Context: an optimization exercise on an open-source flow, tuned for small area and a short achievable clock period. The choices shown serve that exercise and are no tape-out recipe. Function was checked by simulation only, so behaviour that the tests miss may differ from the original.

--- design.v ---
module mac #(
    parameter int DW = 8,
    parameter int AW = 32
) (
    input logic clk,  
    input logic [DW-1:0] act_in,  
    input logic [DW-1:0] weight_in,  
    output logic [DW-1:0] act_out,  
    output logic [DW-1:0] weight_out,  
    input logic valid_i,  
    output logic valid_o,  
    output logic signed [AW-1:0] psum_o  
);
    logic [DW-1:0] a_q, w_q;  
    always_ff @(posedge clk) begin
        a_q <= act_in;
        w_q <= weight_in;
    end
    assign act_out = a_q;
    assign weight_out = w_q;
    logic signed [AW-1:0] acc_r;  
    always_ff @(posedge clk) begin
        valid_o <= valid_i;
        if (valid_i) 
            acc_r <= acc_r + $signed(act_in) * $signed(weight_in);
        else
            acc_r <= '0;
    end
    assign psum_o = acc_r;
endmodule
module mmu_array #(
    parameter int N = 4,
    parameter int DW = 8,
    parameter int AW = 32
) (
    input logic clk,
    input logic valid_i,  
    input logic [N*DW-1:0] activation_rows,  
    input logic [N*DW-1:0] weight_columns,  
    output logic valid_o,
    output logic [N*N*AW-1:0] psums  
);
    logic [DW-1:0] a_bus [N][N+1];
    logic [DW-1:0] w_bus [N+1][N];
    logic valid_bus [N][N];
    logic signed [AW-1:0] psum_bus [N][N];
    for (genvar r = 0; r < N; r++) assign a_bus[r][0] = activation_rows[r*DW +: DW];
    for (genvar c = 0; c < N; c++) assign w_bus[0][c] = weight_columns[c*DW +: DW];
    generate
        for (genvar i = 0; i < N; i++) begin : ROW
            for (genvar j = 0; j < N; j++) begin : COL
                logic valid_in;
                logic [DW-1:0] act_out_wire;
                logic [DW-1:0] weight_out_wire;
                logic valid_out_wire;
                logic signed [AW-1:0] psum_out_wire;
                if (j == 0) begin
                    assign valid_in = valid_i;
                end else begin
                    assign valid_in = valid_bus[i][j-1];
                end
                mac #(.DW(DW), .AW(AW)) mac_i (
                    .clk(clk),
                    .valid_i(valid_in),
                    .valid_o(valid_out_wire),
                    .act_in(a_bus[i][j]), 
                    .weight_in(w_bus[i][j]),
                    .act_out(act_out_wire),
                    .weight_out(weight_out_wire),
                    .psum_o(psum_out_wire)
                );
                assign valid_bus[i][j] = valid_out_wire;
                assign a_bus[i][j+1] = act_out_wire;
                assign w_bus[i+1][j] = weight_out_wire;
                assign psum_bus[i][j] = psum_out_wire;
            end
        end
    endgenerate
    for (genvar i = 0; i < N; i++) begin
        for (genvar j = 0; j < N; j++) begin
            assign psums[(i*N+j)*AW +: AW] = psum_bus[i][j];
        end
    end
    assign valid_o = valid_bus[N-1][N-1];
endmodule
--- run.sh ---
#!/bin/bash
# synth_recipe.tcl (not shown) runs the flow's synth.tcl, then flattens the netlist and writes it again
# the make line also repeats each setting of config.mk as NAME=value (left out here)
make -C /OpenROAD-flow-scripts/flow DESIGN_CONFIG=/design/flow/config.mk WORK_HOME=/design/flow/orfs CLKGATE_MAP_FILE= SYNTH_SCRIPT=/design/flow/synth_recipe.tcl finish
--- config.mk ---
export PLATFORM = sky130hd
export DESIGN_NAME = mmu_array
export DESIGN_NICKNAME = mmu_array
export VERILOG_FILES = /design/flow/design.v
export SDC_FILE = /design/flow/constraint.sdc
export NUM_CORES = 4
export LEC_CHECK = 0
export CAP_MARGIN = 20
export CORE_MARGIN = 2
export CORE_UTILIZATION = 40
export SLEW_MARGIN = 20
--- constraint.sdc ---
create_clock -name core_clock -period 8.0 [get_ports {clk}]
set_input_delay 1.6000 -clock core_clock [delete_from_list [all_inputs] [get_ports {clk}]]
set_output_delay 1.6000 -clock core_clock [all_outputs]
set_load 0.01 [all_outputs]
==> run summary <==
[placed cells by master (no fill, tap or decap), types with 17 or more instances in the layout]
cell | Yosys | routed
clkdlybuf4s50_1 | 0 | 571
buf_4 | 0 | 625
xnor2_1 | 432 | 421
clkbuf_16 | 0 | 100
inv_1 | 1456 | 1455
nand2_1 | 424 | 424
a2111oi_0 | 21 | 17
nand2b_1 | 84 | 84
o21ai_1 | 22 | 27
clkbuf_1 | 70 | 19
nor3_1 | 114 | 113
o211ai_1 | 24 | 24
xor2_1 | 219 | 218
nor3b_1 | 22 | 22
o31ai_1 | 23 | 22
a21oi_2 | 2 | 18
nor2_1 | 649 | 649
dfxtp_1 | 708 | 705
nand3_1 | 100 | 100
and3_1 | 55 | 55
mux2_2 | 17 | 17
or2_2 | 25 | 25
a21o_1 | 233 | 233
o21a_1 | 72 | 72
a211oi_1 | 61 | 61
a21oi_1 | 476 | 460
nor4_1 | 19 | 17
o21ai_0 | 225 | 220
o21bai_1 | 90 | 90
ha_1 | 992 | 992
a31oi_1 | 49 | 49
nor2b_1 | 161 | 161
fa_1 | 896 | 896
nand4_1 | 43 | 43
and2_1 | 787 | 787
or3_1 | 36 | 36
clkbuf_8 | 0 | 32
[worst max-delay path by stage]
stage / endpoint / depth (start not counted) / start / slack (ns)
floorplan: ROW[3].COL[0].mac_i.acc_r[30] / 26 / activation_rows[29] / 0.04
global placement: ROW[1].COL[0].mac_i.acc_r[31] / 30 / activation_rows[11] / -0.75
detailed placement: ROW[0].COL[0].mac_i.acc_r[30] / 28 / activation_rows[2] / -0.74
CTS: ROW[0].COL[0].mac_i.acc_r[30] / 31 / weight_columns[0] / 0.03
global route: ROW[0].COL[3].mac_i.acc_r[26] / 29 / weight_columns[26] / -0.07
finish: ROW[0].COL[3].mac_i.acc_r[26] / 28 / weight_columns[25] / 0.17
[state kept, by name, indices dropped and copies added (netlist names)]
| register | count |
|---|---|
| ROW.COL.mac_i.a_q | 96 |
| ROW.COL.mac_i.acc_r | 512 |
| ROW.COL.mac_i.w_q | 96 |
| ROW.COL.mac_i.valid_o | 4 |
[worst max-delay path, delay by kind of cell]
family	cells	cell delay [ns]
buf+inv	8	1.27
compound gates	9	2.05
fa+ha+maj	6	2.55
xor+xnor	2	0.40
simple gates	3	0.54
[metrics by stage]
stage                     setup TNS (ns)  setup slack, ns  cell area [µm²]
after floorplan                        0           0.0431            79900
after global placement            -22.68           -0.751            93300
after detailed placement          -26.24           -0.745            93300
after CTS                              0           0.0303            96900
after global routing              -0.328          -0.0726            97200
final                                  0            0.168            97200
[cells by family after synthesis]
group | after synthesis | synth area share [%]
AO/OA/AOI/OAI | 1526 | 12.7
XOR/XNOR | 654 | 7.21
adder cells (fa/ha/maj) | 1888 | 38.0
buffers and inverters | 1534 | 7.21
flip-flops | 708 | 17.8
multiplexers | 26 | 0.353
AND/OR/NAND/NOR | 2576 | 16.7
[layer usage]
layer | vias up | GRT usage, % | wire (µm)
li1 | 31700 | - | -
met1 | 31200 | 25.2 | 89400
met2 | 976 | 35.9 | 103000
met3 | 275 | 4.14 | 10100
met4 | 24 | 5.94 | 5920
met5 | - | 0 | 157
[what timing repair did]
action / CTS / global route
buffers inserted: 0 / 7
setup endpoints to repair: 0 / 42
gates resized for setup: 0 / 55
[cell type report]
type                            count  area share, %
Clock inverter                     29          0.561
Clock buffer                      151           3.10
Inverter                         1459           5.64
Tap cell                         2640           3.40
Sequential cell                   708           14.6
Multi-Input combinational cell   6670           61.9
Antenna cell                        6         0.0154
Timing Repair Buffer             1204           10.8
==> flow_metrics.tcl <==
set metrics [dict create \
    status "finished clean" \
    die_w_um 451 \
    cts_tree "done" \
    track_usage_pct 20.5 \
    finalHoldViolCount 0 \
    cts_buffers 98 \
    fin_crit_ns 7.83 \
    synth.avg_cell_area_um2 8.96 \
    yosysUniqueCellTypes 94 \
    required_ns 8.63 \
    hold_ws_ns 0.489 \
    fin_skew_ns 0.0373 \
    yosys.area.top_type "fa_1" \
    fp.dieArea_um2 203000 \
    finish.utilization_pct 49.2 \
    crit_type "primary input to register" \
    worst_ep_arrival_time_ns 8.46 \
    drv_cap 0 \
    drtAntennaViolNets 0 \
    fmaxAchievable_ghz 0.128 \
    r2r_setup_slack_ns 0.50 \
    synth_nets 10900 \
    hold_buffers 0 \
    vias 64100 \
    regArea_um2 14200 \
    wl_per_cell_um 16.2 \
    cts.reportedPaths.clkPinSlew_ns 0.05 \
    fin_crit_sh_pct 97.9 \
    fp-row-count 163 \
    layout.cells.non_filler 12900 \
    startpoint_type "primary input" \
    critPathSlowestCell "fa_1" \
    critPathMaxFanout 9 \
    yosysMostFrequentCell "inv_1" \
    min_to "ROW[2].COL[0].mac_i.w_q[4]" \
    io_pins 579 \
    reg2reg_to "ROW[3].COL[2].mac_i.acc_r[28]" \
    ys_top_cells_by_area "fa_1, dfxtp_1, ha_1, inv_1, and2_1" \
    die_h_um 451 \
    overflow 0 \
    antenna_found_initial 17 \
    hold_start "ROW[1].COL[0].mac_i.w_q[4]" \
    yosys_most_used_dff "dfxtp_1" \
    syn-instance-count 8912 \
    start_util_pct 40.3 \
    cts.root.buffer_cell "clkbuf_16" \
    via_per_inst 4.98 \
    drtIter0Drc 2492 \
    max-slew-margin-rel_pct 38.3 \
    cts.htree.levels 3 \
    regToRegStartpoint "ROW[3].COL[1].mac_i.a_q[5]" \
    slew_viol_final 0 \
    clkSinkCount 708 \
    synth_edf_count 0 \
    clock_path_buffers 3 \
    fin_nets 12100 \
    dp_hpwl_um 171000 \
    synth_common_cells "inv_1, ha_1, fa_1" \
    setup_viol 0 \
    critPathCaptureType "register" \
    synthToLayoutAreaGrowth_pct 21.8 \
    grt_first_pass_wirelength_um 343000 \
    grt_pass1_vias 66900 \
    gp_congestion 0.885 \
    drive_gt1_share_pct 9.25 \
    r2r_cells 27 \
    critPathMaxStageDelay_ns 0.53 \
    drt_wl_total_um 208000 \
    synth_warnings 10 \
    seq_area_frac_synth_pct 17.8 \
    dr.pass1.iters 5 \
    hold_class "register to register" \
    core_area_um2 198000 \
    dp_cells 12700 \
    synth.cell_area_um2 79800 \
    ys_ff_latch 708 \
    grt_max_degree 75 \
    async_flop_share_pct 0 \
    synth_top_cell_area_share_pct 22.5 \
    multi_input_area_um2 60200 \
    drcViolationCount 0 \
    fillers 18700 \
    clock_latency_ns 0.76 \
    io_buffers 578 \
    worstMarginPinSlew_ns 0.919 \
    whs_path_depth 0 \
]

## afterwards: timing with drivers on the ports
How much do the figures lean on ideal ports? The routed layout below was timed once more, with nothing changed but the port constraints.
Step 1 assumes that a clkbuf_16 drives the clock port and a buf_2 every other input.
Step 2, shift: input delay + t, output delay - t, t = (earliest + latest rising clock arrival at the registers) / 2. This alone moves slack from input paths to output paths.
Three values: ideal, step 1, step 2; two values: the first two.
shift t [ns]: 0.825
setup WS [ns]: 0.168 / 0.217 / -0.608
latest minus earliest clock arrival (ns): 0.046 / 0.046
worst register clock-pin slew, ns: 0.06 / 0.06
pins driven straight from the clock port: 1
Met with ideal ports but missed after step 2: setup timing in this run. For this run, drivers alone change the setup slack by +0.049 ns; drivers and shift together by -0.776 ns.
